Source: an optimization exercise on an open RTL-to-GDS flow (aim: small area, a short achievable clock period and few clock cycles). Production flows keep margins and buffers that such runs may drop. At most, simulation tests tie the RTL to the original design; equivalence was not proved. Only the layout flow was run in run 7; the RTL was not checked for function there. Power figures rest on the tool's default switching activity, not on a simulated workload.

==> flow/design.v <==
`default_nettype none
module sdram_controller (
    input  wire        clk,
    input  wire        rst,
    input  wire        req,
    input  wire        we,
    input  wire [3:0]  sel,
    input  wire [22:0] adr,
    input  wire [31:0] dat_i,
    output wire        ack,
    output wire [31:0] dat_o,
    output wire        sdram_cke,
    output wire        sdram_cs_n,
    output wire        sdram_ras_n,
    output wire        sdram_cas_n,
    output wire        sdram_we_n,
    output wire [3:0]  sdram_dqm,
    output wire [1:0]  sdram_ba,
    output wire [12:0] sdram_a,
    input  wire [31:0] sdram_dqi,
    output wire [31:0] sdram_dqo
);
    localparam [3:0] CMD_NOP       = 4'b0111;
    localparam [3:0] CMD_ACTIVE    = 4'b0011;
    localparam [3:0] CMD_READ      = 4'b0101;
    localparam [3:0] CMD_WRITE     = 4'b0100;
    localparam [3:0] CMD_PRECHARGE = 4'b0010;
    localparam [3:0] CMD_REFRESH   = 4'b0001;
    localparam [9:0] REF_AT = 10'd760;
    reg  [3:0]  cmd_q;
    reg  [1:0]  ba_q;
    reg  [12:0] a_q;
    reg  [3:0]  open_q;
    reg  [10:0] row_q [0:3];
    reg  [2:0]  tl_q;            
    reg         wlast_q;         
    reg  [1:0]  lb_q;            
    reg  [9:0]  rcnt_q;          
    reg         rreq_q;
    reg         av_q, bv_q;
    reg  [11:0] atag_q, btag_q;
    reg         rpend_q;                    
    reg         eon_q;
    reg  [11:0] p0_q, p1_q;                 
    reg  [5:0]  d0_q, d1_q;                 
    reg  [11:0] h1n_q;                      
    reg  [9:0]  h2n_q;                      
    reg         hseq_q;                     
    reg  [1:0]  hcnt_q;
    integer i;
    wire rd = req & ~we;
    wire wr = req & we;
    wire [1:0]  xb = adr[13:12];
    wire [10:0] xr = {adr[1:0], adr[22:14]};
    wire [1:0]  pb = p0_q[11:10];
    wire last_act = (cmd_q == CMD_ACTIVE);
    wire last_pre = (cmd_q == CMD_PRECHARGE);
    wire pins_free = (cmd_q == CMD_NOP) | (cmd_q == CMD_READ);
    reg [3:0] rw_ok, wr_ok, pre_ok, act_ok, row_hit_x;
    reg       all_pre_ok, ref_ok;
    always @* begin
        all_pre_ok = 1'b1;
        ref_ok = ~last_pre & ~(|open_q);
        for (i = 0; i < 4; i = i + 1) begin
            rw_ok[i]  = open_q[i] & ((lb_q != i) | (tl_q >= 3'd2));
            wr_ok[i]  = open_q[i] & ((lb_q != i) | (tl_q >= 3'd3));
            pre_ok[i] = (tl_q >= 3'd5);
            act_ok[i] = ~last_pre & ~last_act & (|rcnt_q[9:3]);
            row_hit_x[i] = (row_q[i] == xr);
            if (open_q[i] && tl_q < 3'd5)
                all_pre_ok = 1'b0;
        end
    end
    wire x_rowok = open_q[xb] & row_hit_x[xb];
    wire hit_b   = bv_q & (adr[13:2] == btag_q) & row_hit_x[xb];
    wire       col_eq = (adr[11:2] == btag_q[9:0]);
    reg  [3:0] ack_b;
    always @* begin
        for (i = 0; i < 4; i = i + 1)
            ack_b[i] = (xb == i) & row_hit_x[i] &
                       ((rd & col_eq & bv_q & (btag_q[11:10] == i)) |
                        (wr & wr_ok[i] & ~rreq_q & pins_free));
    end
    wire x_go    = rw_ok[xb] & row_hit_x[xb] & ~rreq_q;
    wire w_go    = wr_ok[xb] & row_hit_x[xb] & ~rreq_q & pins_free;
    wire w_sel   = wr & pins_free;    
    wire p_go    = eon_q & rw_ok[pb] & ~rreq_q;
    wire c_go    = req & open_q[xb] & ~row_hit_x[xb] & (tl_q == 3'd6) & ~wlast_q &
                   ~rreq_q & pins_free;
    wire wr_acc = wr & w_go;
    wire rd_ack = rd & hit_b;
    wire miss   = rd & ~hit_b & ~rpend_q;
    assign ack = |ack_b;
    assign dat_o = sdram_dqi;
    reg  [3:0]  cmd_d;
    reg  [1:0]  ba_d;
    reg  [12:0] a_d;
    reg         do_act, do_pre, do_pre_all, do_ref, dir_rd, spec_rd;
    always @* begin
        cmd_d = CMD_NOP;
        ba_d = xb;
        a_d = {3'b000, adr[11:2]};
        do_act = 1'b0;
        do_pre = 1'b0;
        do_pre_all = 1'b0;
        do_ref = 1'b0;
        dir_rd = 1'b0;
        spec_rd = 1'b0;
        if (rreq_q) begin
            a_d[10] = 1'b1;
            if (|open_q) begin
                if (all_pre_ok) begin
                    cmd_d = CMD_PRECHARGE;
                    do_pre_all = 1'b1;
                end
            end else if (ref_ok) begin
                cmd_d = CMD_REFRESH;
                do_ref = 1'b1;
            end
        end else if (c_go) begin
        end else if (wr | miss) begin
            if (x_rowok) begin
                if (rd & x_go) begin
                    cmd_d = CMD_READ;
                    dir_rd = 1'b1;
                end
            end else if (open_q[xb]) begin
                if (pre_ok[xb]) begin
                    cmd_d = CMD_PRECHARGE;
                    do_pre = 1'b1;
                end
            end else if (act_ok[xb]) begin
                cmd_d = CMD_ACTIVE;
                a_d = {2'b00, xr};
                do_act = 1'b1;
            end
        end else if (p_go) begin
            cmd_d = CMD_READ;
            ba_d = pb;
            a_d = {3'b000, p0_q[9:0]};
            spec_rd = 1'b1;
        end
    end
    assign sdram_cke = 1'b1;
    assign sdram_cs_n  = cmd_q[3];
    assign sdram_ras_n = ~c_go & (w_sel | cmd_q[2]);
    assign sdram_cas_n = c_go | (w_sel ? ~w_go : cmd_q[1]);
    assign sdram_we_n  = ~c_go & (w_sel ? ~w_go : cmd_q[0]);
    assign sdram_ba = (w_sel | c_go) ? xb : ba_q;
    assign sdram_a = w_sel ? {3'b000, adr[11:2]} : {a_q[12:11], a_q[10] & ~c_go, a_q[9:0]};
    assign sdram_dqo = dat_i;
    assign sdram_dqm = ~sel;
    wire        dual = (hcnt_q == 2'd3) & hseq_q & (adr[11:2] != h1n_q[9:0]);
    wire [5:0]  t_dx = adr[7:2] - h2n_q[5:0] + 6'd1;
    wire [9:0]  t_2x = {adr[10:2], 1'b1} - h2n_q;   
    wire [11:0] t_p0 = dual ? h1n_q : {adr[13:12], adr[11:2] + 10'd1};
    wire [11:0] t_p1 = {adr[13:12], dual ? t_2x : adr[11:2] + 10'd2};
    wire [5:0]  t_d0 = dual ? 6'd1 : 6'd2;
    wire [5:0]  t_d1 = dual ? t_dx[5:0] : 6'd2;
    always @(posedge clk) begin
        if (rst) begin
            cmd_q <= CMD_NOP;
            open_q <= 4'd0;
            tl_q <= 3'd6;
            wlast_q <= 1'b0;
            rcnt_q <= 10'd0;
            rreq_q <= 1'b0;
            av_q <= 1'b0;
            bv_q <= 1'b0;
            rpend_q <= 1'b0;
            eon_q <= 1'b0;
            hcnt_q <= 2'd0;
        end else begin
            cmd_q <= cmd_d;
            if (tl_q != 3'd6) tl_q <= tl_q + 3'd1;
            wlast_q <= wr_acc;
            if (do_act) begin
                open_q[xb] <= 1'b1;
                tl_q <= 3'd1;
                lb_q <= xb;
            end
            if (do_pre | c_go)
                open_q[xb] <= 1'b0;
            if (do_pre_all)
                open_q <= 4'd0;
            if (do_ref) begin
                rcnt_q <= 10'd0;
                rreq_q <= 1'b0;
            end else begin
                rcnt_q <= rcnt_q + 10'd1;
                if (rcnt_q == REF_AT)
                    rreq_q <= 1'b1;
            end
            av_q <= (cmd_q == CMD_READ) & ~w_sel & ~c_go;
            bv_q <= av_q & ~wr_acc;
            rpend_q <= (rpend_q | dir_rd) & ~rd_ack & ~wr_acc;
            if (wr_acc) begin
                eon_q <= 1'b0;
                hcnt_q <= 2'd0;
            end else if (dir_rd)
                eon_q <= 1'b1;
            if (rd_ack && hcnt_q != 2'd3)
                hcnt_q <= hcnt_q + 2'd1;
        end
        ba_q <= ba_d;
        a_q <= a_d;
        if (do_act)
            row_q[xb] <= xr;
        atag_q <= {ba_q, a_q[9:0]};
        btag_q <= atag_q;
        if (dir_rd) begin
            p0_q <= t_p0;
            p1_q <= t_p1;
            d0_q <= t_d0;
            d1_q <= t_d1;
        end else if (spec_rd) begin
            p0_q <= p1_q;
            p1_q <= {p0_q[11:10], p0_q[9:0] + {4'd0, d0_q}};
            d0_q <= d1_q;
            d1_q <= d0_q;
        end
        if (rd_ack) begin
            h1n_q <= {adr[13:12], adr[11:2] + 10'd1};
            h2n_q <= h1n_q[9:0];
            hseq_q <= (adr[11:2] == h2n_q);
        end
    end
endmodule
`default_nettype wire
`default_nettype none
module user_proj_sdram (
    input  wire        wb_clk_i,
    input  wire        wb_rst_i,
    input  wire        wbs_stb_i,
    input  wire        wbs_cyc_i,
    input  wire        wbs_we_i,
    input  wire [3:0]  wbs_sel_i,
    input  wire [31:0] wbs_dat_i,
    input  wire [31:0] wbs_adr_i,
    output wire        wbs_ack_o,
    output wire [31:0] wbs_dat_o,
    output wire        sdram_cke,
    output wire        sdram_cs_n,
    output wire        sdram_ras_n,
    output wire        sdram_cas_n,
    output wire        sdram_we_n,
    output wire [3:0]  sdram_dqm,
    output wire [1:0]  sdram_ba,
    output wire [12:0] sdram_a,
    input  wire [31:0] sdram_dqi,
    output wire [31:0] sdram_dqo
);
    sdram_controller u_ctrl (
        .clk      (wb_clk_i),
        .rst      (wb_rst_i),
        .req      (wbs_stb_i & wbs_cyc_i),
        .we       (wbs_we_i),
        .sel      (wbs_sel_i),
        .adr      (wbs_adr_i[22:0]),
        .dat_i    (wbs_dat_i),
        .ack      (wbs_ack_o),
        .dat_o    (wbs_dat_o),
        .sdram_cke(sdram_cke),
        .sdram_cs_n(sdram_cs_n),
        .sdram_ras_n(sdram_ras_n),
        .sdram_cas_n(sdram_cas_n),
        .sdram_we_n(sdram_we_n),
        .sdram_dqm(sdram_dqm),
        .sdram_ba (sdram_ba),
        .sdram_a  (sdram_a),
        .sdram_dqi(sdram_dqi),
        .sdram_dqo(sdram_dqo)
    );
endmodule
`default_nettype wire
==> flow/flow/run.sh <==
#!/bin/bash
# Standard layout, with the smallest buffer on the ports (buffer_ports
# otherwise picks clkdlybuf4s50_1); timing repair still sizes them up where
# needed. Each tool writes its own log under orfs/logs; make's output goes
# to flow_make.log.
set -euo pipefail
export BUFFER_PORTS_ARGS="-buffer_cell sky130_fd_sc_hd__buf_1"
bash standard.sh > flow_make.log 2>&1
==> flow/standard.sh <==
#!/bin/bash
# synth_recipe.tcl (not shown) runs the flow's synth.tcl, then flattens the netlist and writes it again
# the make line also repeats each setting of config.mk as NAME=value (left out here)
make -C /OpenROAD-flow-scripts/flow DESIGN_CONFIG=/design/flow/config.mk WORK_HOME=/design/flow/orfs CLKGATE_MAP_FILE= SYNTH_SCRIPT=/design/flow/synth_recipe.tcl "${@:-finish}"
==> flow/config.mk <==
export PLATFORM = sky130hd
export DESIGN_NAME = user_proj_sdram
export DESIGN_NICKNAME = user_proj_sdram
export VERILOG_FILES = /design/flow/design.v
export SDC_FILE = /design/flow/constraint.sdc
export NUM_CORES = 4
export LEC_CHECK = 0
export ABC_AREA = 1
export CAP_MARGIN = 20
export CORE_MARGIN = 2
export CORE_UTILIZATION = 40
export SETUP_SLACK_MARGIN = 1.1
export SLEW_MARGIN = 20
==> flow/constraint.sdc <==
create_clock -name core_clock -period 4.5 [get_ports {wb_clk_i}]
set_input_delay 0.9000 -clock core_clock [delete_from_list [all_inputs] [get_ports {wb_clk_i}]]
set_output_delay 0.9000 -clock core_clock [all_outputs]
set_load 0.01 [all_outputs]
==> flow_summary.yaml, run 1 <==
grt:
  gr-usage-met2: 0.282
  grt_use_met1: 0.226
  grt_first_pass_wirelength_um: 34600
  busiest_layer: "met2"
  grt_overflow: 0
  groute.usage.overall: 0.174
  grt_start_max_net_pins: 44
  first_global_vias: 6634
  antenna_found_initial: 0
  globalRouteMet3Util: 0.0310
placement:
  gp_congestion: 0.901
  detailed_place.area_um2: 9640
  portBuffers: 52
  dpl.hpwl_um: 16300
cells_and_area:
  postLayoutCellArea_um2: 10700
  nets: 1249
  layout-drive-gt1-share: 0.159
  fill_cells: 2286
  area_delta_synth_final_pct: 11.2
  num_antenna_cells: 0
floorplanning:
  fp.dieH_um: 159
  core-area_um2: 23500
  rows: 56
  io_pins: 194
  dieArea_um2: 25300
  initial_core_util: 0.409
  die_w_um: 159
logic_synthesis:
  ys_top_cells_by_area: "edfxtp_1 33%, dfxtp_1 14%, nand2_1 10%"
  synth_common_cells: "258 x nand2_1, 107 x inv_1, 105 x edfxtp_1, 74 x nor2_1, 71 x buf_4"
  synth_simple_gate_area_frac: 0.205
  syn_inst: 1101
  synthArstFlopShare: 0
  synth_cell_types: 47
  ys_seq_area_frac: 0.463
  yosysWarnings: 1
  synth-seq-cells: 170
  synth_top_family_by_area: "simple AND/OR/NAND/NOR gates"
  synth_top_area_frac: 0.328
  syn_avg_cell_area_um2: 8.74
  synth_xor_area_frac: 0.0673
  synth_area_um2: 9630
  synthFlopType: "edfxtp_1"
  synth.largest_area_cell: "edfxtp_1"
  synth_compound_gate_area_share: 0.0775
  synth.area.mux_share: 0.0135
  synth_edf_count: 105
  post-synth-top-count-cell: "nand2_1"
  synth_fa_ha_area_frac: 0.0478
sta:
  fin_crit_sh: 0.748
  hold_viol_final: 0
  drv_slew: 0
  period_needed_ns: 3.37
  finalClockSkew_ns: 0.0135
  max_freq_mhz: 297
  rsz0062_at_grt: "true"
  final-setup-viol-count: 0
  tightest_slew_ns: 0.554
  slew_headroom: 0.627
  tns_ns: 0
worst_hold_path:
  min_from: "u_ctrl.atag_q[1]"
  hold_end: "u_ctrl.btag_q[1]"
  min_path_cells: 0
  worstHoldPathType: "register to register"
power_and_ir_drop:
  ir_worst_vdd_uv: 204
  p_leak_nw: 4.59
  p_per_area_nw_per_um2: 334
cts:
  clock_latency_ns: 0.43
  cts_tree: "built"
  cts_sinks: 170
  clock_path_buffers: 2
  cts.hold.buffers_added: 0
  numCtsBuffers: 17
  ctsRootBufferMaster: "clkbuf_16"
  cts_max_level: 4
  cts.clk_slew.worst_paths_ns: 0.06
route:
  post-route-drc-count: 0
  ant_nets: 0
  vias_per_cell: 4.91
  wl_per_cell_um: 15.1
  firstDrtPassIters: 5
  drt-total-wl_um: 21800
  drt_iter0_drc: 453
  vias: 7076
worst_setup_path:
  arrival_ns: 2.47
  worstSetupStartpointType: "input port"
  rr_startpoint: "u_ctrl.btag_q[7]"
  cp-end-kind: "output port"
  worstPathMaxFanout: 9
  r2r_end: "u_ctrl.p0_q[4]"
  r2r_cells: 13
  r2r_slack_ns: 1.52
  crit_type: "input port to output port"
  critPathRequiredTime_ns: 3.60
  worstSetupStartpoint: "wbs_adr_i[20]"
status:
  status: "no timing/DRC/antenna violations"
flow_run:
  maxCapViolCount: 0
## kinds of logic (layout without fill, tap and decap cells)
family / Yosys count / in the layout
and+or+nand+nor: 453 / 453
buffers and inverters: 222 / 241
DFF: 170 / 170
AOI/OAI and AO/OA: 132 / 132
xor gates and xnor gates: 74 / 74
adders and majority gates: 35 / 35
muxes: 13 / 13
other: 2 / 4
## where the power goes
group / leakage (nW) / internal (mW) / switching (mW)
clock network: 0.288 / 0.836 / 0.656
logic: 2.83 / 0.144 / 0.228
registers: 1.48 / 1.68 / 0.0259
total: 4.59 / 2.66 / 0.909
## layout make-up
type,instances,area (µm²),area share
clock buffer,19,433,0.0404
clock inverter,13,159,0.0148
inverter,121,483,0.0451
multi-input combinational,711,4200,0.392
sequential,170,4450,0.416
tap,319,399,0.0373
timing repair buffer,86,572,0.0534
timing repair inverter,2,12.5,0.00117
## through the flow
step | hold slack [ns] | setup WS, ns | util | power (mW) | instances
floorplan | 0.310 | 1.11 | - | 2.03 | 1103
global placement | 0.310 | 0.600 | 0.409 | 2.06 | 1390
detailed placement | 0.313 | 0.541 | 0.409 | 2.07 | 1390
CTS | 0.331 | 1.08 | 0.443 | 3.58 | 1433
global route | 0.332 | 1.02 | 0.455 | 3.71 | 1441
finish | 0.328 | 1.13 | 0.455 | 3.57 | 1441
## cells in the final DEF (no fill, tap or decap), types with 10 or more instances in the layout
cell	n
ha_1	32
o21ai_0	47
inv_1	100
xnor2_1	34
a21oi_1	36
edfxtp_1	105
buf_1	26
nand3_1	50
nor2_1	65
nand4_1	13
buf_4	34
clkbuf_16	17
xor2_1	31
buf_2	10
o21ai_1	14
nor3_1	13
nand2_1	257
dfxtp_1	65
mux2i_1	13
## critical path, cell delays in order
cell	delay [ns]
buf_2	0.17
xnor2_1	0.18
nand2_1	0.09
nor2_1	0.15
nand3_2	0.13
nand2_1	0.10
nand2_2	0.08
nor2_8	0.12
nor2_4	0.05
inv_2	0.08
nand2_4	0.09
o22ai_2	0.17
buf_2	0.15
## worst max path at each step
stage / depth (start not counted) / end
2_1_floorplan: 14 / u_ctrl.d0_q[0]
3_3_place_gp: 12 / sdram_ba[1]
3_5_place_dp: 12 / sdram_ba[1]
4_1_cts: 10 / wbs_ack_o
5_1_grt: 12 / wbs_ack_o
6_report: 13 / sdram_we_n
## repair_timing
action | CTS | global route
setup buffers | 10 | 7
pin swaps | 13 | 19
gates cloned | 1 | 1
endpoints found under the setup margin | 11 | 17
gates resized for setup | 54 | 65
## flip-flops by register name, indices dropped and copies added (netlist names), 4 cells and up
signal,flops
u_ctrl.row_q,44
u_ctrl.atag_q,12
u_ctrl.btag_q,12
u_ctrl.h1n_q,12
u_ctrl.p0_q,12
u_ctrl.p1_q,12
u_ctrl.a_q,11
u_ctrl.h2n_q,10
u_ctrl.rcnt_q,10
u_ctrl.d0_q,6
u_ctrl.d1_q,6
u_ctrl.open_q,4
## per-layer routing
layer,vias to the layer above,wire (µm)
met5,-,0
met4,0,804
met3,68,977
met2,184,10100
met1,3269,9880
li1,3555,-
Testbench counts, summed over its fixed seeds: cycles 22,467.
==> inputs of run 2 (changes only) <==
--- a/flow/config.mk
+++ b/flow/config.mk
@@ -9,5 +9,7 @@
 export CAP_MARGIN = 20
 export CORE_MARGIN = 2
 export CORE_UTILIZATION = 40
-export SETUP_SLACK_MARGIN = 1.1
+export CTS_CLUSTER_DIAMETER = 100
+export CTS_CLUSTER_SIZE = 50
+export SETUP_SLACK_MARGIN = 1.0
 export SLEW_MARGIN = 20
==> run 2 against run 1 <==
  * Still clean on timing, DRC and antenna
  * Die area stayed put
  * Critical path depth is 1 higher
  * Clock power is 3% lower
  * Sequential power hardly changed
  * Wire length is 0.43% higher
  * Synthesized cell count stayed put
  * Largest cell class unchanged
  * Largest power group unchanged
==> flow_summary.yaml, run 2 <==
status:
  status: "no timing/DRC/antenna violations"
worst_setup_path:
  rr_startpoint: "u_ctrl.row_q[2][9]"
  crit_type: "input port to output port"
  worstPathMaxFanout: 10
  r2r_slack_ns: 1.65
  worstSetupStartpointType: "input port"
  cp-end-kind: "output port"
  r2r_end: "u_ctrl.d1_q[2]"
  arrival_ns: 2.50
  critPathRequiredTime_ns: 3.60
  r2r_cells: 15
cts:
  cts_sinks: 170
  cts.hold.buffers_added: 0
  cts_max_level: 4
  cts.clk_slew.worst_paths_ns: 0.07
  cts_tree: "built"
  numCtsBuffers: 17
  ctsRootBufferMaster: "clkbuf_16"
  clock_path_buffers: 2
  clock_latency_ns: 0.43
cells_and_area:
  fin_cells: 1436
  fill_cells: 2327
  regMostFlops: "u_ctrl.row_q"
  num_antenna_cells: 0
  most-common-layout-cells: "256 x nand2_1, 105 x edfxtp_1, 102 x inv_1, 69 x nor2_1, 65 x dfxtp_1"
  nets: 1244
  area_delta_synth_final_pct: 8.81
  final_common_cell: "nand2_1"
  layout-drive-gt1-share: 0.137
  largest_reg_flops: 44
placement:
  gp_congestion: 0.837
  dp_cells: 1391
  dpl.hpwl_um: 16100
  portBuffers: 52
grt:
  grt_start_max_net_pins: 44
  first_global_vias: 6613
  grt_first_pass_wirelength_um: 34800
  antenna_found_initial: 0
  groute.usage.overall: 0.174
  grt_overflow: 0
route:
  ant_nets: 0
  drt_iter0_drc: 532
  drt-total-wl_um: 21900
  post-route-drc-count: 0
  wl_per_cell_um: 15.2
  vias_per_cell: 4.88
  firstDrtPassIters: 5
  vias: 7006
logic_synthesis:
  ys_top_cells_by_area: "edfxtp_1 33%, dfxtp_1 14%, nand2_1 10%"
  synth_common_cells: "258 x nand2_1, 107 x inv_1, 105 x edfxtp_1, 74 x nor2_1, 71 x buf_4"
  syn_avg_cell_area_um2: 8.74
  ys_seq_area_frac: 0.463
  post-synth-top-count-cell: "nand2_1"
  synthArstFlopShare: 0
  syn_inst: 1101
  synth_top_area_frac: 0.328
  synth_area_um2: 9630
  synth_cell_types: 47
  synth-seq-cells: 170
  synthFlopType: "edfxtp_1"
  synth.largest_area_cell: "edfxtp_1"
  synth_edf_count: 105
  yosysWarnings: 1
power_and_ir_drop:
  p_sw_uw: 915
  p_int_mw: 2.59
  total_power_mw: 3.50
  seq_power_share: 0.488
  combPwrFrac: 0.100
  switching_share: 0.261
  p_per_area_nw_per_um2: 334
  pwr-share-clk: 0.412
  p_leak_nw: 4.51
  ir_worst_vdd_uv: 248
sta:
  max_freq_mhz: 294
  rsz0062_at_grt: "true"
  slew_headroom: 0.564
  fin_hold_ws_ns: 0.325
  final-setup-viol-count: 0
  period_needed_ns: 3.40
  tightest_slew_ns: 0.648
  tns_ns: 0
  drv_slew: 0
  hold_viol_final: 0
  fin_crit_sh: 0.756
  finalClockSkew_ns: 0.0129
floorplanning:
  io_pins: 194
  die_w_um: 159
  initial_core_util: 0.409
  rows: 56
  fp.dieH_um: 159
  core-area_um2: 23500
  dieArea_um2: 25300
worst_hold_path:
  worstHoldPathType: "register to register"
  min_from: "u_ctrl.atag_q[5]"
  hold_end: "u_ctrl.btag_q[5]"
  min_path_cells: 0
flow_run:
  maxCapViolCount: 0
## run 2: changes by cell type in the layout (fill, tap and decap cells not counted), moves of 4 or more
| cell | change |
|---|---|
| xnor2_1 | +5 |
| buf_2 | +4 |
| clkbuf_4 | -7 |
| nor2_1 | +4 |
| xnor2_2 | -5 |
| nand3_2 | -4 |
| buf_4 | -4 |
| o21ai_0 | +6 |
| inv_4 | -5 |
| o21ai_1 | -4 |
| nand3_1 | +4 |
## run 2: power groups by stage
stage          registers (mW)  logic (mW)  clock network [mW]
2_1_floorplan            1.74       0.296                   0
3_3_place_gp             1.74       0.324                   0
3_5_place_dp             1.74       0.329                   0
4_1_cts                  1.71       0.343                1.46
5_1_grt                  1.71       0.398                1.52
6_report                 1.71       0.351                1.44
## run 2: worst max-delay path by stage
stage / start / cells after the start / end / slack, ns
3_3_place_gp: wbs_adr_i[12] / 12 / sdram_ba[1] / 0.55
3_5_place_dp: wbs_adr_i[12] / 12 / sdram_ba[1] / 0.52
5_1_grt: wbs_adr_i[7] / 11 / wbs_ack_o / 0.98
6_report: wbs_adr_i[0] / 14 / sdram_ba[1] / 1.10
4_1_cts: wbs_stb_i / 9 / sdram_a[3] / 1.00
2_1_floorplan: wbs_adr_i[0] / 14 / u_ctrl.hcnt_q[0] / 1.09
## run 2: repair_timing
item | CTS | global route
gates resized for setup | 42 | 27
buffers inserted | 4 | 8
hold endpoints to repair | 0 | 0
pin swaps | 13 | 14
cloned | 1 | 0
endpoints found under the setup margin | 8 | 16
## run 2: through the flow
| step | area (µm²) | utilization | setup WS [ns] |
|---|---|---|---|
| final | 10500 | 0.445 | 1.10 |
| after detailed placement | 9630 | 0.409 | 0.524 |
| after CTS | 10300 | 0.439 | 1.00 |
| after global placement | 9630 | 0.409 | 0.548 |
| after global routing | 10500 | 0.445 | 0.981 |
| after floorplan | 9630 | - | 1.09 |
## run 2: final cells by class
| class | instances | area, µm² | share of cell area |
|---|---|---|---|
| Clock buffer | 20 | 468 | 0.0447 |
| Clock inverter | 12 | 109 | 0.0104 |
| Inverter | 121 | 468 | 0.0447 |
| Multi-Input combinational cell | 711 | 4080 | 0.389 |
| Sequential cell | 170 | 4450 | 0.425 |
| Tap cell | 319 | 399 | 0.0381 |
| Timing Repair Buffer | 82 | 489 | 0.0467 |
| Timing Repair inverter | 1 | 7.51 | 0.000717 |
## run 2: kinds of logic after synthesis
kind of cell    after synthesis  share of synthesized area
compound gates              132                     0.0775
flops                       170                      0.463
simple gates                453                      0.205
fa+ha+maj                    35                     0.0478
xor+xnor                     74                     0.0673
other cells                   2                   0.000780
buf+inv                     222                      0.125
mux                          13                     0.0135
## run 2: worst max-delay path, cell delays in order
cell	delay (ns)
buf_2	0.17
xnor2_1	0.20
nand2_1	0.08
nor2_1	0.13
nand3_2	0.12
nand2_1	0.10
nand2_2	0.09
nor2_8	0.15
nor2_4	0.05
inv_2	0.09
nand2_4	0.09
nor2_1	0.13
a21oi_2	0.04
buf_2	0.13
## run 2: metal layers
metal	wire (µm)	global-route usage
met5	0	0
met4	404	0.0574
met3	1010	0.0352
met2	10300	0.283
met1	10100	0.233
==> inputs of run 3 (changes only) <==
--- a/flow/config.mk
+++ b/flow/config.mk
@@ -8,8 +8,6 @@
 export ABC_AREA = 1
 export CAP_MARGIN = 20
 export CORE_MARGIN = 2
-export CORE_UTILIZATION = 40
-export CTS_CLUSTER_DIAMETER = 100
-export CTS_CLUSTER_SIZE = 50
+export CORE_UTILIZATION = 55
 export SETUP_SLACK_MARGIN = 1.0
 export SLEW_MARGIN = 20
==> run 3 against run 2 <==
  * Clock skew fell by 0.0027 ns
  * Register-to-register slack got worse by 0.04 ns
  * Hold slack improved by 0.0019 ns
  * Sequential power barely moved
  * Sequential share of layout area rose by 0.14 points
  * Non-clock buffer count rose by 2
==> flow_summary.yaml, run 3 <==
status:
  status: "no timing/DRC/antenna violations"
logic_synthesis:
  syn_avg_cell_area_um2: 8.74
  synth_common_cells: "258 x nand2_1, 107 x inv_1, 105 x edfxtp_1, 74 x nor2_1, 71 x buf_4"
  yosysWarnings: 1
  post-synth-top-count-cell: "nand2_1"
  synth_edf_count: 105
  synth_top_area_frac: 0.328
  ys_top_cells_by_area: "edfxtp_1 33%, dfxtp_1 14%, nand2_1 10%"
  syn_inst: 1101
  synth_area_um2: 9630
  synth.largest_area_cell: "edfxtp_1"
  ys_seq_area_frac: 0.463
  synthFlopType: "edfxtp_1"
  synth-seq-cells: 170
  synthArstFlopShare: 0
  synth_cell_types: 47
placement:
  dpl.hpwl_um: 16000
  portBuffers: 52
  dp_cells: 1296
  gp_congestion: 0.907
cts:
  numCtsBuffers: 17
  cts_max_level: 4
  ctsRootBufferMaster: "clkbuf_16"
  cts.hold.buffers_added: 0
  cts_sinks: 170
  clock_path_buffers: 2
  clock_latency_ns: 0.43
  cts.clk_slew.worst_paths_ns: 0.06
  cts_tree: "built"
grt:
  first_global_vias: 6436
  antenna_found_initial: 0
  grt_first_pass_wirelength_um: 34200
  grt_overflow: 0
  groute.usage.overall: 0.243
  grt_start_max_net_pins: 44
sta:
  finalClockSkew_ns: 0.0102
  drv_slew: 0
  fin_crit_sh: 0.758
  tightest_slew_ns: 0.626
  fin_hold_ws_ns: 0.327
  rsz0062_at_grt: "true"
  tns_ns: 0
  max_freq_mhz: 293
  period_needed_ns: 3.41
  hold_viol_final: 0
  slew_headroom: 0.579
  final-setup-viol-count: 0
flow_run:
  maxCapViolCount: 0
worst_hold_path:
  hold_end: "u_ctrl.btag_q[8]"
  min_from: "u_ctrl.atag_q[8]"
  worstHoldPathType: "register to register"
  min_path_cells: 0
worst_setup_path:
  r2r_slack_ns: 1.61
  r2r_end: "u_ctrl.p0_q[8]"
  worstPathMaxFanout: 5
  critPathRequiredTime_ns: 3.60
  crit_type: "input port to output port"
  worstSetupStartpointType: "input port"
  r2r_cells: 15
  rr_startpoint: "u_ctrl.row_q[2][4]"
  arrival_ns: 2.51
  cp-end-kind: "output port"
power_and_ir_drop:
  total_power_mw: 3.51
  p_per_area_nw_per_um2: 337
  ir_worst_vdd_uv: 268
  p_leak_nw: 4.52
route:
  highest_layer: "met4"
  met3_length_um: 1080
  ant_nets: 0
  drt-total-wl_um: 21900
  post-route-drc-count: 0
  vias_per_cell: 5.24
  drt_iter0_drc: 645
  firstDrtPassIters: 5
  wl_per_cell_um: 16.3
  wl_met2_um: 10500
  wl_met1_um: 9880
  vias: 7036
cells_and_area:
  fin_cells: 1343
  final_common_cell: "nand2_1"
  nets: 1245
  area_delta_synth_final_pct: 8.45
  most-common-layout-cells: "257 x nand2_1, 105 x edfxtp_1, 102 x inv_1, 65 x nor2_1, 65 x dfxtp_1"
  num_antenna_cells: 0
  layout-drive-gt1-share: 0.143
  regMostFlops: "u_ctrl.row_q"
  largest_reg_flops: 44
  post-route-util: 0.608
floorplanning:
  rows: 48
  initial_core_util: 0.560
  fp.dieH_um: 136
  core-area_um2: 17200
  dieArea_um2: 18600
  io_pins: 194
  die_w_um: 136
[run 3: cell count changes in the layout (fill, tap and decap cells not counted), sizes merged]
cell	previous run	this run
buf	76	80
bufinv	0	1
clkbuf	26	27
clkinv	8	5
clkinvlp	4	3
inv	122	121
[run 3: repair_timing]
item,in CTS,in global routing
setup buffers,6,9
gates resized for setup,26,56
pin swaps,2,14
setup endpoints to repair,10,14
[run 3: worst max-delay path by stage]
| stage | startpoint | to | depth (start not counted) |
|---|---|---|---|
| after detailed placement | wbs_adr_i[3] | wbs_ack_o | 12 |
| after CTS | wbs_adr_i[10] | wbs_ack_o | 13 |
| final | wbs_adr_i[11] | wbs_ack_o | 11 |
| after global routing | wbs_adr_i[9] | wbs_ack_o | 12 |
| after floorplan | wbs_adr_i[0] | u_ctrl.hcnt_q[0] | 14 |
| after global placement | wbs_adr_i[12] | sdram_ba[0] | 12 |
[run 3: layout make-up]
cell class                 instances  area (µm²)
timing repair buffer              84         507
tap                              225         282
clock buffer                      23         489
multi-input combinational        711        4150
inverter                         121         470
fill                            1537        6740
sequential                       170        4450
clock inverter                     9        86.3
[run 3: kinds of logic after synthesis]
group                      after synthesis  share of synthesized area
and+or+nand+nor                        453                      0.205
buffers and inverters                  222                      0.125
DFF                                    170                      0.463
AOI/OAI and AO/OA                      132                     0.0775
xor gates and xnor gates                74                     0.0673
adders and majority gates               35                     0.0478
muxes                                   13                     0.0135
other                                    2                   0.000780
[run 3: power breakdown]
| group | leakage [nW] | switching [mW] | total, mW | internal, mW |
|---|---|---|---|---|
| Sequential | 1.48 | 0.0254 | 1.71 | 1.69 |
| Combinational | 2.76 | 0.228 | 0.364 | 0.136 |
| Clock | 0.277 | 0.613 | 1.44 | 0.827 |
[run 3: through the flow]
step	worst slack [ns]	area, µm²
final	1.09	10400
after global routing	0.938	10400
after detailed placement	0.459	9510
after CTS	0.936	10200
after floorplan	1.09	9630
after global placement	0.503	9510
[run 3: metal layers]
metal,GRT usage,vias up
met5,0,-
met4,0.0787,0
met3,0.0436,28
met2,0.402,203
met1,0.324,3264
li1,-,3541
[run 3: worst max-delay path: stages]
cell     delay [ns]
buf_4          0.15
xor2_2         0.18
nor3b_2        0.21
nand4_1        0.13
buf_6          0.16
nor3_4         0.25
nand3_1        0.12
o21ai_0        0.09
nand2_1        0.06
nand4_1        0.12
buf_2          0.15
==> inputs of run 4 (changes only) <==
--- a/flow/config.mk
+++ b/flow/config.mk
@@ -8,6 +8,7 @@
 export ABC_AREA = 1
 export CAP_MARGIN = 20
 export CORE_MARGIN = 2
-export CORE_UTILIZATION = 55
+export CORE_UTILIZATION = 40
+export PLACE_DENSITY = 0.8
 export SETUP_SLACK_MARGIN = 1.0
 export SLEW_MARGIN = 20
==> run 4 against run 3 <==
  * Still clean
  * Cell area shrank 0.48%
  * Utilization shrank 17 points
  * Fmax shrank 2.5%
  * First-iteration DRC count shrank 7.3%
  * Sequential power is essentially flat
  * Total power shrank 0.75%
  * Synthesized cell count is the same
  * Hold slack lost 0.0062 ns
  * Synthesized area is the same
  * Clock power is essentially flat
  * Largest power group unchanged
==> flow_summary.yaml, run 4 <==
worst_setup_path:
  worstPathMaxFanout: 8
  worstSetupStartpointType: "input port"
  cp_slowest_stage_delay_ns: 0.23
  path_cells: "buf_1, buf_6, clkinvlp_4, nand2_1, nor3b_4, nand4_1, buf_4, nor3_4, nand3_1, o21ai_0, nand2_1, nand4_1, clkbuf_2"
  cp-end-kind: "output port"
  arrival_ns: 2.60
  critPathRequiredTime_ns: 3.60
  critPathSlowestCell: "nor3b_4"
  crit_type: "input port to output port"
placement:
  dpl.hpwl_um: 15800
  portBuffers: 52
  gp_congestion: 0.887
cts:
  cts.clk_slew.worst_paths_ns: 0.07
  numCtsBuffers: 17
  ctsRootBufferMaster: "clkbuf_16"
  cts_max_level: 4
  cts_tree: "built"
  clock_path_buffers: 2
  cts_sinks: 170
  clock_latency_ns: 0.44
power_and_ir_drop:
  p_per_area_nw_per_um2: 336
  ir_worst_vdd_uv: 295
  p_leak_nw: 4.46
  total_power_mw: 3.49
floorplanning:
  rows: 56
  io_pins: 194
  fp.dieH_um: 159
  dieArea_um2: 25300
  core-area_um2: 23500
  die_w_um: 159
  initial_core_util: 0.409
sta:
  hold_viol_final: 0
  period_needed_ns: 3.50
  slew_headroom: 0.622
  rsz0062_at_grt: "true"
  max_freq_mhz: 286
  tightest_slew_ns: 0.562
  drv_slew: 0
  fin_crit_sh: 0.777
  finalClockSkew_ns: 0.0137
  tns_ns: 0
  final-setup-viol-count: 0
logic_synthesis:
  ys_seq_area_frac: 0.463
  syn_inst: 1101
  synth-seq-cells: 170
  synth_top_area_frac: 0.328
  yosysWarnings: 1
  synth_area_um2: 9630
  syn_avg_cell_area_um2: 8.74
  synth_edf_count: 105
  post-synth-top-count-cell: "nand2_1"
  ys_top_cells_by_area: "edfxtp_1 33%, dfxtp_1 14%, nand2_1 10%"
  synthFlopType: "edfxtp_1"
  synth.largest_area_cell: "edfxtp_1"
  synth_common_cells: "258 x nand2_1, 107 x inv_1, 105 x edfxtp_1, 74 x nor2_1, 71 x buf_4"
  synthArstFlopShare: 0
  synth_cell_types: 47
grt:
  grt_overflow: 0
  groute.usage.overall: 0.170
  grt_first_pass_wirelength_um: 34500
  grt_start_max_net_pins: 44
  antenna_found_initial: 0
  first_global_vias: 6927
route:
  drt-total-wl_um: 21400
  firstDrtPassIters: 5
  vias_per_cell: 5.04
  vias: 7217
  ant_nets: 0
  drt_iter0_drc: 598
  wl_per_cell_um: 14.9
  post-route-drc-count: 0
status:
  status: "no timing/DRC/antenna violations"
cells_and_area:
  most-common-layout-cells: "257 x nand2_1, 105 x edfxtp_1, 103 x inv_1, 69 x nor2_1, 65 x dfxtp_1"
  nets: 1240
  layout-drive-gt1-share: 0.122
  regMostFlops: "u_ctrl.row_q"
  final_common_cell: "nand2_1"
  num_antenna_cells: 0
  area_delta_synth_final_pct: 7.93
  post-route-util: 0.441
  largest_reg_flops: 44
flow_run:
  maxCapViolCount: 0
worst_hold_path:
  worstHoldPathType: "register to register"
-- run 4: cell counts after synthesis --
No cell type changed its count.
-- run 4: per-layer routing --
| metal | routed length [µm] | vias to the layer above | global-route usage | part of all wire |
|---|---|---|---|---|
| met1 | 9070 | 3368 | 0.213 | 0.42 |
| met4 | 867 | 0 | 0.0855 | 0.041 |
| met3 | 1340 | 64 | 0.0349 | 0.063 |
| li1 | - | 3530 | - | - |
| met2 | 10100 | 255 | 0.278 | 0.47 |
| met5 | 0 | - | 0 | 0 |
-- run 4: worst max-delay path, delay by kind of cell --
| kind | cells | cell delay (ns) |
|---|---|---|
| AND/OR/NAND/NOR | 7 | 0.89 |
| buffers and inverters | 5 | 0.73 |
| AO/OA/AOI/OAI | 1 | 0.09 |
-- run 4: final cells by class --
class	instances	area [µm²]
clock inverter	15	145
inverter	121	467
tap	319	399
timing repair buffer	78	433
timing repair inverter	1	7.51
sequential	170	4450
clock buffer	17	425
fill	2237	13200
multi-input combinational	711	4060
-- run 4: through the flow --
stage	cells	worst slack [ns]	cell area (µm²)	hold WS, ns
floorplan	1103	1.09	9630	0.310
global placement	1390	0.610	9620	0.310
detailed placement	1390	0.557	9620	0.312
CTS	1428	0.970	10300	0.326
global route	1432	0.882	10400	0.329
finish	1432	1.00	10400	0.320
-- run 4: worst paths after layout --
check	start	to	slack, ns	cells past startpoint
worst max-delay path	wbs_adr_i[8]	wbs_ack_o	1.00	13
worst min-delay path	u_ctrl.atag_q[2]	u_ctrl.btag_q[2]	0.32	0
worst min register to register	u_ctrl.atag_q[2]	u_ctrl.btag_q[2]	0.32	0
worst max register to register	u_ctrl.row_q[2][4]	u_ctrl.p1_q[3]	1.61	15
-- run 4: cells by family (layout without fill, tap and decap cells) --
family / count (synthesis) / in the layout / synth area share
AND/OR/NAND/NOR: 453 / 453 / 0.205
buffers and inverters: 222 / 232 / 0.125
flip-flops: 170 / 170 / 0.463
AO/OA/AOI/OAI: 132 / 132 / 0.0775
XOR/XNOR: 74 / 74 / 0.0673
adder cells (fa/ha/maj): 35 / 35 / 0.0478
multiplexers: 13 / 13 / 0.0135
other: 2 / 4 / 0.000780
-- run 4: what timing repair did --
item | CTS | global route
pin swaps | 4 | 2
hold buffers | 0 | 0
setup buffers | 6 | 3
endpoints found under the setup margin | 8 | 14
cloned | 0 | 1
gates resized for setup | 23 | 23
-- run 4: where the power goes --
part	internal, mW	switching, mW	total, mW	leakage, nW
registers	1.68	0.0235	1.71	1.48
clock network	0.740	0.689	1.43	0.285
logic	0.127	0.225	0.352	2.70
==> inputs of run 5 (changes only) <==
--- a/flow/config.mk
+++ b/flow/config.mk
@@ -9,6 +9,5 @@
 export CAP_MARGIN = 20
 export CORE_MARGIN = 2
 export CORE_UTILIZATION = 40
-export PLACE_DENSITY = 0.8
 export SETUP_SLACK_MARGIN = 1.0
 export SLEW_MARGIN = 20
==> run 5 against run 4 <==
  * Via count fell by 2.9%
  * Die area did not move
  * Cell area rose by 0.82%
  * Clock-buffer cell count rose by 3
  * Cell count rose by 0.28%
  * Combinational power barely moved
  * Global-route usage rose by 0.45 points
  * Fmax rose by 2.7%
  * Hold slack improved by 0.0043 ns
  * Non-clock buffer count rose by 4
  * Clock power barely moved
  * Critical path type unchanged
  * Highest routed layer unchanged
==> flow_summary.yaml, run 5 <==
sta:
  hold_viol_final: 0
  rsz0062_at_grt: "true"
  fin_crit_sh: 0.756
  tns_ns: 0
  period_needed_ns: 3.40
  tightest_slew_ns: 0.648
  slew_headroom: 0.564
  fin_hold_ws_ns: 0.325
  max_freq_mhz: 294
  drv_slew: 0
  final-setup-viol-count: 0
  finalClockSkew_ns: 0.0129
route:
  vias: 7006
  drt-total-wl_um: 21900
  vias_per_cell: 4.88
  post-route-drc-count: 0
  wl_per_cell_um: 15.2
  drt_iter0_drc: 532
  ant_nets: 0
  firstDrtPassIters: 5
worst_setup_path:
  critPathRequiredTime_ns: 3.60
  worstSetupStartpointType: "input port"
  arrival_ns: 2.50
  r2r_slack_ns: 1.65
  crit_type: "input port to output port"
  worstPathMaxFanout: 10
  cp-end-kind: "output port"
cells_and_area:
  final_common_cell: "nand2_1"
  regMostFlops: "u_ctrl.row_q"
  regArea_um2: 4450
  fin_cells: 1436
  most-common-layout-cells: "256 x nand2_1, 105 x edfxtp_1, 102 x inv_1, 69 x nor2_1, 65 x dfxtp_1"
  area_delta_synth_final_pct: 8.81
  largest_reg_flops: 44
  layout-drive-gt1-share: 0.137
  multi_input_area_um2: 4080
  num_antenna_cells: 0
  fill_cells: 2327
  nets: 1244
cts:
  clock_latency_ns: 0.43
  cts.clk_slew.worst_paths_ns: 0.07
  numCtsBuffers: 17
  ctsRootBufferMaster: "clkbuf_16"
  cts_max_level: 4
  cts_sinks: 170
  clock_path_buffers: 2
  cts_tree: "built"
floorplanning:
  fp.dieH_um: 159
  die_w_um: 159
  core-area_um2: 23500
  dieArea_um2: 25300
  io_pins: 194
  initial_core_util: 0.409
  rows: 56
power_and_ir_drop:
  pwr-share-clk: 0.412
  p_leak_nw: 4.51
  seq_power_share: 0.488
  p_per_area_nw_per_um2: 334
  p_int_mw: 2.59
  switching_share: 0.261
  ir_worst_vdd_uv: 248
  p_sw_uw: 915
  combPwrFrac: 0.100
logic_synthesis:
  synth_area_um2: 9630
  post-synth-top-count-cell: "nand2_1"
  synth.largest_area_cell: "edfxtp_1"
  synth_top_area_frac: 0.328
  syn_avg_cell_area_um2: 8.74
  synth-seq-cells: 170
  synthFlopType: "edfxtp_1"
  synth_cell_types: 47
  ys_top_cells_by_area: "edfxtp_1 33%, dfxtp_1 14%, nand2_1 10%"
  ys_seq_area_frac: 0.463
  synth_edf_count: 105
  syn_inst: 1101
  synth_common_cells: "258 x nand2_1, 107 x inv_1, 105 x edfxtp_1, 74 x nor2_1, 71 x buf_4"
  synthArstFlopShare: 0
  yosysWarnings: 1
grt:
  grt_start_max_net_pins: 44
  grt_overflow: 0
  antenna_found_initial: 0
  groute.usage.overall: 0.174
  grt_first_pass_wirelength_um: 34800
  first_global_vias: 6613
placement:
  gp_congestion: 0.837
  portBuffers: 52
  dpl.hpwl_um: 16100
  dp_cells: 1391
worst_hold_path:
  worstHoldPathType: "register to register"
flow_run:
  maxCapViolCount: 0
status:
  status: "no timing/DRC/antenna violations"
## run 5: path summary, 6_finish.rpt
kind	startpoint	endpoint	cells past startpoint
min reg2reg	u_ctrl.atag_q[5]	u_ctrl.btag_q[5]	0
max reg2reg	u_ctrl.row_q[2][9]	u_ctrl.d1_q[2]	15
min	u_ctrl.atag_q[5]	u_ctrl.btag_q[5]	0
max	wbs_adr_i[0]	sdram_ba[1]	14
## run 5: kinds of logic (layout without fill, tap and decap cells)
logic type	Yosys count	in the layout	synth area share
multiplexers	13	13	0.0135
flip-flops	170	170	0.463
AO/OA/AOI/OAI	132	132	0.0775
other	2	4	0.000780
buffers and inverters	222	236	0.125
AND/OR/NAND/NOR	453	453	0.205
XOR/XNOR	74	74	0.0673
adder cells (fa/ha/maj)	35	35	0.0478
## run 5: power groups by stage
stage	Sequential, mW	Combinational [mW]	Clock (mW)
3_3_place_gp	1.74	0.324	0
2_1_floorplan	1.74	0.296	0
5_1_grt	1.71	0.398	1.52
4_1_cts	1.71	0.343	1.46
6_report	1.71	0.351	1.44
3_5_place_dp	1.74	0.329	0
## run 5: final cells by class
class / instances / area share
Inverter: 121 / 0.0447
Multi-Input combinational cell: 711 / 0.389
Clock inverter: 12 / 0.0104
Sequential cell: 170 / 0.425
Timing Repair inverter: 1 / 0.000717
Timing Repair Buffer: 82 / 0.0467
Tap cell: 319 / 0.0381
Clock buffer: 20 / 0.0447
## run 5: what timing repair did
item / in CTS / in global routing
gates cloned: 1 / 0
endpoints found under the setup margin: 8 / 16
pin swaps: 13 / 14
endpoints found under the hold margin: 0 / 0
hold buffers: 0 / 0
setup buffers: 4 / 8
gates resized for setup: 42 / 27
## run 5: through the flow
stage	setup WS, ns	total power [mW]	utilization	cell area (µm²)
finish	1.10	3.50	0.445	10500
global route	0.981	3.63	0.445	10500
CTS	1.00	3.52	0.439	10300
detailed placement	0.524	2.07	0.409	9630
global placement	0.548	2.06	0.409	9630
floorplan	1.09	2.03	-	9630
## run 5: metal layers
metal  vias to the layer above  global-route usage  routed length, µm
met5                         -                   0                  0
met4                         0              0.0574                404
met3                        38              0.0352               1010
met2                       177               0.283              10300
met1                      3252               0.233              10100
li1                       3539                   -                  -
## run 5: worst max-delay path: stages
cell and delay [ns]:
buf_2 0.17, xnor2_1 0.20, nand2_1 0.08, nor2_1 0.13
nand3_2 0.12, nand2_1 0.10, nand2_2 0.09, nor2_8 0.15
nor2_4 0.05, inv_2 0.09, nand2_4 0.09, nor2_1 0.13
a21oi_2 0.04, buf_2 0.13
==> inputs of run 6 (changes only) <==
--- a/flow/config.mk
+++ b/flow/config.mk
@@ -9,5 +9,6 @@
 export CAP_MARGIN = 20
 export CORE_MARGIN = 2
 export CORE_UTILIZATION = 40
+export GPL_TIMING_DRIVEN = 0
 export SETUP_SLACK_MARGIN = 1.0
 export SLEW_MARGIN = 20
==> run 6 against run 5 <==
  * Via count up 7.8%
  * Clock skew about the same
  * First-iteration DRC count down 10%
  * Sequential share of layout area down 3.7 points
  * Still clean on timing, DRC and antenna
  * Largest cell class unchanged
  * Combinational power up 27%
  * Hold slack better by 0.0032 ns
  * Fmax down 4.4%
==> flow_summary.yaml, run 6 <==
worst_setup_path:
  cp-end-kind: "output port"
  worstSetupStartpoint: "wbs_adr_i[8]"
  crit_type: "input port to output port"
  critPathSlowestCell: "nand4_1"
  cpMostUsedCell: "buf_6"
  path_cells: "buf_6, buf_6, clkinvlp_4, buf_6, nor2_4, nor3b_4, nand4_1, nor3_4, nand3_1, o21ai_0, nand2_1, nand4_1, buf_2"
  arrival_ns: 2.66
  rr_startpoint: "u_ctrl.tl_q[0]"
  worstSetupStartpointType: "input port"
  r2r_slack_ns: 1.51
  worst_path_dominant_cell_family: "simple AND/OR/NAND/NOR gates"
  worstPathMaxFanout: 4
  crit_buf_inv: 5
  cp_slowest_stage_delay_ns: 0.27
  critPathRequiredTime_ns: 3.60
cts:
  cts.clk_slew.worst_paths_ns: 0.07
  cts_tree: "built"
  cts_max_level: 4
  ctsRootBufferMaster: "clkbuf_16"
  cts.hold.buffers_added: 0
  numCtsBuffers: 17
  cts_sinks: 170
  clock_latency_ns: 0.44
  clock_path_buffers: 2
logic_synthesis:
  synthFlopType: "edfxtp_1"
  ys_top_cells_by_area: "edfxtp_1 33%, dfxtp_1 14%, nand2_1 10%"
  synth_cell_types: 47
  syn_inst: 1101
  synthArstFlopShare: 0
  synth_top_area_frac: 0.328
  ys_seq_area_frac: 0.463
  syn_avg_cell_area_um2: 8.74
  synth_common_cells: "258 x nand2_1, 107 x inv_1, 105 x edfxtp_1, 74 x nor2_1, 71 x buf_4"
  synth_area_um2: 9630
  synth_edf_count: 105
  synth-seq-cells: 170
  yosysWarnings: 1
  post-synth-top-count-cell: "nand2_1"
  synth.largest_area_cell: "edfxtp_1"
cells_and_area:
  largest_reg_flops: 44
  regMostFlops: "u_ctrl.row_q"
  final_common_cell: "nand2_1"
  most-common-layout-cells: "253 x nand2_1, 105 x edfxtp_1, 102 x inv_1, 91 x buf_1, 87 x buf_4"
  layout-drive-gt1-share: 0.194
  postLayoutCellArea_um2: 11500
  nets: 1392
  fill_cells: 2234
  area_delta_synth_final_pct: 19.1
  post-route-util: 0.487
  num_antenna_cells: 0
  fin_cells: 1584
floorplanning:
  rows: 56
  core-area_um2: 23500
  io_pins: 194
  initial_core_util: 0.409
  die_w_um: 159
  fp.dieH_um: 159
  dieArea_um2: 25300
sta:
  period_needed_ns: 3.56
  fin_crit_sh: 0.791
  rsz0062_at_grt: "true"
  drv_slew: 0
  tightest_slew_ns: 0.818
  slew_headroom: 0.453
  final-setup-viol-count: 0
  hold_viol_final: 0
  max_freq_mhz: 281
  finalClockSkew_ns: 0.0129
worst_hold_path:
  worstHoldPathType: "register to register"
  min_from: "u_ctrl.atag_q[3]"
power_and_ir_drop:
  switching_share: 0.263
  p_leak_nw: 5.02
  p_per_area_nw_per_um2: 318
  seq_power_share: 0.469
  p_int_mw: 2.68
  p_sw_uw: 956
  combPwrFrac: 0.122
  pwr-share-clk: 0.408
  ir_worst_vdd_uv: 209
placement:
  gp_congestion: 0.902
  portBuffers: 115
  detailed_place.area_um2: 10500
  dp_cells: 1538
  dpl.hpwl_um: 17700
grt:
  grt_overflow: 0
  grt_start_max_net_pins: 26
  grt_first_pass_wirelength_um: 36700
  first_global_vias: 6909
  antenna_found_initial: 0
  groute.usage.overall: 0.184
route:
  vias: 7555
  wl_per_cell_um: 14.9
  vias_per_cell: 4.77
  firstDrtPassIters: 5
  drt-total-wl_um: 23600
  drt_iter0_drc: 477
  ant_nets: 0
  post-route-drc-count: 0
flow_run:
  maxCapViolCount: 0
status:
  status: "no timing/DRC/antenna violations"
[run 6: cell counts after synthesis]
Identical to the previous run, type by type.
[run 6: worst paths after layout]
path                           end  depth (start not counted)
setup / recovery         wbs_ack_o                         13
hold / removal    u_ctrl.btag_q[3]                          0
hold reg to reg   u_ctrl.btag_q[3]                          0
setup reg to reg    u_ctrl.d0_q[5]                         11
[run 6: per-layer routing]
metal | track usage | part of all wire | up-vias
met5 | 0 | 0 | -
met4 | 0.0579 | 0.019 | 0
met3 | 0.0391 | 0.055 | 32
met2 | 0.308 | 0.47 | 213
met1 | 0.240 | 0.45 | 3471
li1 | - | - | 3839
[run 6: logic make-up (layout without fill, tap and decap cells)]
kind of cell | count (synthesis) | in the layout | share of synthesized area
XOR/XNOR | 74 | 74 | 0.0673
AO/OA/AOI/OAI | 132 | 132 | 0.0775
flip-flops | 170 | 170 | 0.463
buffers and inverters | 222 | 384 | 0.125
multiplexers | 13 | 13 | 0.0135
AND/OR/NAND/NOR | 453 | 453 | 0.205
other | 2 | 4 | 0.000780
adder cells (fa/ha/maj) | 35 | 35 | 0.0478
[run 6: stage by stage]
| stage | TNS (ns) | worst slack, ns | power (mW) | hold slack (ns) |
|---|---|---|---|---|
| final | 0 | 0.941 | 3.64 | 0.328 |
| after CTS | 0 | 0.909 | 3.65 | 0.327 |
| after detailed placement | 0 | 0.413 | 2.16 | 0.312 |
| after global routing | 0 | 0.858 | 3.77 | 0.331 |
| after floorplan | 0 | 1.09 | 2.03 | 0.310 |
| after global placement | -8.34 | -0.356 | 2.15 | 0.310 |
[run 6: power by group through the flow]
stage	logic (mW)	registers (mW)	clock network [mW]
final	0.445	1.71	1.49
after global routing	0.494	1.71	1.56
after CTS	0.439	1.71	1.51
after detailed placement	0.414	1.74	0
after global placement	0.408	1.74	0
after floorplan	0.296	1.74	0
[run 6: timing repair]
| action | in CTS | in global routing |
|---|---|---|
| setup buffers | 8 | 6 |
| pin swaps | 10 | 12 |
| hold endpoints to repair | 0 | 0 |
| gates resized for setup | 63 | 29 |
| endpoints found under the setup margin | 37 | 10 |
[run 6: layout make-up]
cell class	instances	area, µm²	area share
timing repair buffer	130	604	0.0527
clock buffer	19	455	0.0397
buffer	101	795	0.0693
sequential	170	4450	0.389
multi-input combinational	711	4160	0.363
clock inverter	13	131	0.0115
tap	319	399	0.0348
inverter	121	469	0.0409
==> inputs of run 7 (changes only) <==
--- a/flow/design.v
+++ b/flow/design.v
@@ -89,7 +89,10 @@
                    ~rreq_q & pins_free;
     wire wr_acc = wr & w_go;
     wire rd_ack = rd & hit_b;
-    wire miss   = rd & ~hit_b & ~rpend_q;
+    wire hit_a  = av_q & (adr[13:2] == atag_q);
+    wire r_go   = rd & ~hit_b & ~rpend_q & ~hit_a & pins_free & wr_ok[xb] &
+                  row_hit_x[xb] & ~rreq_q;
+    wire miss   = rd & ~hit_b & ~rpend_q & ~r_go;
     assign ack = |ack_b;
     assign dat_o = sdram_dqi;
     reg  [3:0]  cmd_d;
@@ -118,6 +121,13 @@
                 do_ref = 1'b1;
             end
         end else if (c_go) begin
+        end else if (r_go) begin
+            ba_d = t_p0[11:10];
+            a_d = {3'b000, t_p0[9:0]};
+            if (rw_ok[t_p0[11:10]]) begin
+                cmd_d = CMD_READ;
+                spec_rd = 1'b1;
+            end
         end else if (wr | miss) begin
             if (x_rowok) begin
                 if (rd & x_go) begin
@@ -144,10 +154,10 @@
     assign sdram_cke = 1'b1;
     assign sdram_cs_n  = cmd_q[3];
     assign sdram_ras_n = ~c_go & (w_sel | cmd_q[2]);
-    assign sdram_cas_n = c_go | (w_sel ? ~w_go : cmd_q[1]);
+    assign sdram_cas_n = c_go | (w_sel ? ~w_go : (cmd_q[1] & ~r_go));
     assign sdram_we_n  = ~c_go & (w_sel ? ~w_go : cmd_q[0]);
-    assign sdram_ba = (w_sel | c_go) ? xb : ba_q;
-    assign sdram_a = w_sel ? {3'b000, adr[11:2]} : {a_q[12:11], a_q[10] & ~c_go, a_q[9:0]};
+    assign sdram_ba = (w_sel | c_go | r_go) ? xb : ba_q;
+    assign sdram_a = (w_sel | r_go) ? {3'b000, adr[11:2]} : {a_q[12:11], a_q[10] & ~c_go, a_q[9:0]};
     assign sdram_dqo = dat_i;
     assign sdram_dqm = ~sel;
     wire        dual = (hcnt_q == 2'd3) & hseq_q & (adr[11:2] != h1n_q[9:0]);
@@ -157,6 +167,7 @@
     wire [11:0] t_p1 = {adr[13:12], dual ? t_2x : adr[11:2] + 10'd2};
     wire [5:0]  t_d0 = dual ? 6'd1 : 6'd2;
     wire [5:0]  t_d1 = dual ? t_dx[5:0] : 6'd2;
+    wire [11:0] t_p2 = {t_p0[11:10], t_p0[9:0] + {4'd0, t_d0}};
     always @(posedge clk) begin
         if (rst) begin
             cmd_q <= CMD_NOP;
@@ -191,13 +202,13 @@
                 if (rcnt_q == REF_AT)
                     rreq_q <= 1'b1;
             end
-            av_q <= (cmd_q == CMD_READ) & ~w_sel & ~c_go;
+            av_q <= ((cmd_q == CMD_READ) & ~w_sel & ~c_go) | r_go;
             bv_q <= av_q & ~wr_acc;
-            rpend_q <= (rpend_q | dir_rd) & ~rd_ack & ~wr_acc;
+            rpend_q <= (rpend_q | dir_rd | r_go) & ~rd_ack & ~wr_acc;
             if (wr_acc) begin
                 eon_q <= 1'b0;
                 hcnt_q <= 2'd0;
-            end else if (dir_rd)
+            end else if (dir_rd | r_go)
                 eon_q <= 1'b1;
             if (rd_ack && hcnt_q != 2'd3)
                 hcnt_q <= hcnt_q + 2'd1;
@@ -206,13 +217,18 @@
         a_q <= a_d;
         if (do_act)
             row_q[xb] <= xr;
-        atag_q <= {ba_q, a_q[9:0]};
+        atag_q <= {sdram_ba, sdram_a[9:0]};
         btag_q <= atag_q;
-        if (dir_rd) begin
+        if (dir_rd | (r_go & ~spec_rd)) begin
             p0_q <= t_p0;
             p1_q <= t_p1;
             d0_q <= t_d0;
             d1_q <= t_d1;
+        end else if (r_go) begin
+            p0_q <= t_p1;
+            p1_q <= t_p2;
+            d0_q <= t_d1;
+            d1_q <= t_d0;
         end else if (spec_rd) begin
             p0_q <= p1_q;
             p1_q <= {p0_q[11:10], p0_q[9:0] + {4'd0, d0_q}};
--- a/flow/config.mk
+++ b/flow/config.mk
@@ -9,6 +9,5 @@
 export CAP_MARGIN = 20
 export CORE_MARGIN = 2
 export CORE_UTILIZATION = 40
-export GPL_TIMING_DRIVEN = 0
 export SETUP_SLACK_MARGIN = 1.0
 export SLEW_MARGIN = 20
==> run 7 against run 6 <==
  * Still clean
  * Largest power group unchanged
  * Non-clock buffer count decreased by 101
  * Critical endpoint is now sdram_a[4]
  * Cell area increased by 10%
  * Largest cell class is now multi-input combinational cells
  * Wire length increased by 26%
  * Global-route usage increased by 2.5 points
==> flow_summary.yaml, run 7 <==
worst_setup_path:
  arrival_ns: 2.86
  worstSetupStartpointType: "input port"
  worstPathMaxFanout: 10
  cp-end-kind: "output port"
  rr_startpoint: "u_ctrl.tl_q[1]"
  crit_type: "input port to output port"
  critPathRequiredTime_ns: 3.60
  worstSetupStartpoint: "wbs_adr_i[8]"
sta:
  hold_viol_final: 0
  tns_ns: 0
  fin_crit_sh: 0.835
  final-setup-viol-count: 0
  tightest_slew_ns: 0.736
  finalClockSkew_ns: 0.0146
  slew_headroom: 0.504
  max_freq_mhz: 266
  rsz0062_at_grt: "true"
  period_needed_ns: 3.76
  drv_slew: 0
logic_synthesis:
  synth-seq-cells: 170
  ys_top_cells_by_area: "edfxtp_1 29%, nand2_1 13%, dfxtp_1 12%"
  synth_edf_count: 105
  ys_seq_area_frac: 0.414
  syn_avg_cell_area_um2: 7.82
  synth_top_area_frac: 0.293
  synth_cell_types: 49
  synth_common_cells: "372 x nand2_1, 141 x inv_1, 105 x edfxtp_1, 103 x o21ai_0, 101 x nor2_1"
  synth.largest_area_cell: "edfxtp_1"
  yosysWarnings: 1
  synth_area_um2: 10700
  synthArstFlopShare: 0
  synthFlopType: "edfxtp_1"
  syn_inst: 1375
  post-synth-top-count-cell: "nand2_1"
worst_hold_path:
  min_from: "u_ctrl.atag_q[8]"
  worstHoldPathType: "register to register"
floorplanning:
  dieArea_um2: 28200
  io_pins: 194
  core-area_um2: 26200
  die_w_um: 168
  rows: 59
  initial_core_util: 0.410
  fp.dieH_um: 168
route:
  firstDrtPassIters: 6
  wl_per_cell_um: 16.8
  vias: 9134
  ant_nets: 0
  drt_iter0_drc: 806
  post-route-drc-count: 0
  drt-total-wl_um: 29600
  vias_per_cell: 5.18
status:
  status: "no timing/DRC/antenna violations"
grt:
  first_global_vias: 8370
  antenna_found_initial: 0
  groute.usage.overall: 0.209
  grt_overflow: 0
  grt_start_max_net_pins: 50
  grt_first_pass_wirelength_um: 45800
cells_and_area:
  layout-drive-gt1-share: 0.212
  largest_reg_flops: 44
  num_antenna_cells: 0
  nets: 1558
  postLayoutCellArea_um2: 12600
  final_common_cell: "nand2_1"
  area_delta_synth_final_pct: 17.7
  regMostFlops: "u_ctrl.row_q"
  most-common-layout-cells: "352 x nand2_1, 134 x inv_1, 105 x edfxtp_1, 87 x o21ai_0, 82 x nor2_1"
  fin_cells: 1764
cts:
  cts_sinks: 170
  numCtsBuffers: 17
  cts.clk_slew.worst_paths_ns: 0.08
  ctsRootBufferMaster: "clkbuf_16"
  cts_max_level: 4
  clock_latency_ns: 0.44
  cts_tree: "built"
  cts.hold.buffers_added: 0
  clock_path_buffers: 2
power_and_ir_drop:
  p_leak_nw: 5.55
  p_per_area_nw_per_um2: 302
  ir_worst_vdd_uv: 271
placement:
  detailed_place.area_um2: 10900
  dpl.hpwl_um: 20600
  gp_congestion: 0.891
  portBuffers: 52
  dp_cells: 1683
flow_run:
  maxCapViolCount: 0
==> run 7: cell types whose count changed in the layout (fill, tap and decap cells not counted), sizes merged, moves of 26 or more <==
cell   previous run  this run
inv             124       169
o21ai            66       125
nor2             81       107
nand2           267       393
buf             222       123
==> run 7: kinds of logic (layout without fill, tap and decap cells) <==
logic type                 after synthesis  in the layout  synth area share
AOI/OAI and AO/OA                      199            199             0.103
adders and majority gates               37             37            0.0459
xor gates and xnor gates                66             66            0.0538
and+or+nand+nor                        627            627             0.254
buffers and inverters                  273            325             0.128
DFF                                    170            170             0.414
muxes                                    1              1          0.000931
other                                    2              4          0.000699
==> run 7: critical path, cell delays in order <==
cell       delay [ns]
buf_2            0.13
buf_6            0.13
xor2_1           0.15
nor2_1           0.18
o2111ai_2        0.17
nor2_1           0.16
nand2_2          0.12
nand3_4          0.11
nor2_4           0.05
nor2_4           0.20
buf_4            0.18
buf_8            0.15
o21ai_1          0.09
buf_2            0.14
==> run 7: what timing repair did <==
item | in CTS | in global routing
setup endpoints to repair | 86 | 82
gates cloned | 3 | 1
gates resized for setup | 162 | 74
pin swaps | 40 | 29
setup buffers | 35 | 10
==> run 7: path summary, 6_finish.rpt <==
kind / end / slack, ns / cells past startpoint
max: sdram_a[4] / 0.74 / 14
max reg2reg: u_ctrl.p1_q[0] / 1.30 / 16
min reg2reg: u_ctrl.btag_q[8] / 0.35 / 0
min: u_ctrl.btag_q[8] / 0.35 / 0
==> run 7: final cells by class <==
| cell class | count | area (µm²) |
|---|---|---|
| Inverter | 163 | 657 |
| Clock buffer | 17 | 425 |
| Multi-Input combinational cell | 934 | 5390 |
| Timing Repair Buffer | 130 | 1130 |
| Sequential cell | 170 | 4460 |
| Fill cell | 2488 | 13600 |
| Tap cell | 335 | 419 |
| Clock inverter | 15 | 169 |
==> run 7: metal layers <==
layer / global-route usage / vias to the layer above / part of all wire
met1: 0.291 / 4346 / 0.45
met3: 0.0343 / 41 / 0.056
li1: - / 4488 / -
met2: 0.337 / 259 / 0.47
met5: 0 / - / 0
met4: 0.0616 / 0 / 0.020
==> run 7: through the flow <==
| stage | setup slack (ns) | utilization | hold slack (ns) | power (mW) |
|---|---|---|---|---|
| floorplan | 1.02 | - | 0.331 | 2.16 |
| global route | 0.633 | 0.483 | 0.356 | 3.97 |
| CTS | 0.784 | 0.469 | 0.353 | 3.81 |
| global placement | 0.265 | 0.414 | 0.339 | 2.24 |
| finish | 0.742 | 0.483 | 0.355 | 3.82 |
| detailed placement | 0.157 | 0.414 | 0.337 | 2.25 |
==> run 7: report_power, final <==
part | internal [mW] | switching [mW] | total, mW
registers | 1.70 | 0.0397 | 1.74
clock network | 0.750 | 0.746 | 1.50
logic | 0.228 | 0.355 | 0.583
total | 2.68 | 1.14 | 3.82

-- afterwards: timing with drivers on the ports --
The results above use ideal ports. As a check the final layouts listed here were re-extracted and re-timed, cells and wires unchanged. Step 1: set_driving_cell puts a clkbuf_16 on wb_clk_i and a buf_2 on each other input, an assumption about the parent block. Step 2 moves the port delays by t, midway between the first and last clock arrival at a register: inputs arrive t later, outputs are due t later. That takes back most of the time a late clock gives input paths. a / b / c = ideal / step 1 / step 2; a / b = the first two.
run	t, ns	setup WS [ns]	worst setup path at the end	worst data-port slew with drivers (ns)	cell pins on the clock port's net
run 1	0.470	1.132 / 1.107 / 0.863	input to register	0.09	1
run 2	0.470	1.097 / 1.078 / 0.918	input to register	0.07	1
run 3	0.469	1.090 / 1.062 / 0.836	input to register	0.07	1
run 4	0.476	1.004 / 0.981 / 0.826	input to register	0.07	1
run 5	0.470	1.097 / 1.078 / 0.918	input to register	0.07	1
run 6	0.480	0.941 / 0.908 / 0.766	input to register	0.05	1
run 7	0.482	0.742 / 0.691 / 0.691	input to output	0.08	1
After both steps setup and hold are still met in every run listed. For run 1, which loses most, drivers alone change the setup slack by -0.025 ns; drivers and shift together by -0.269 ns.
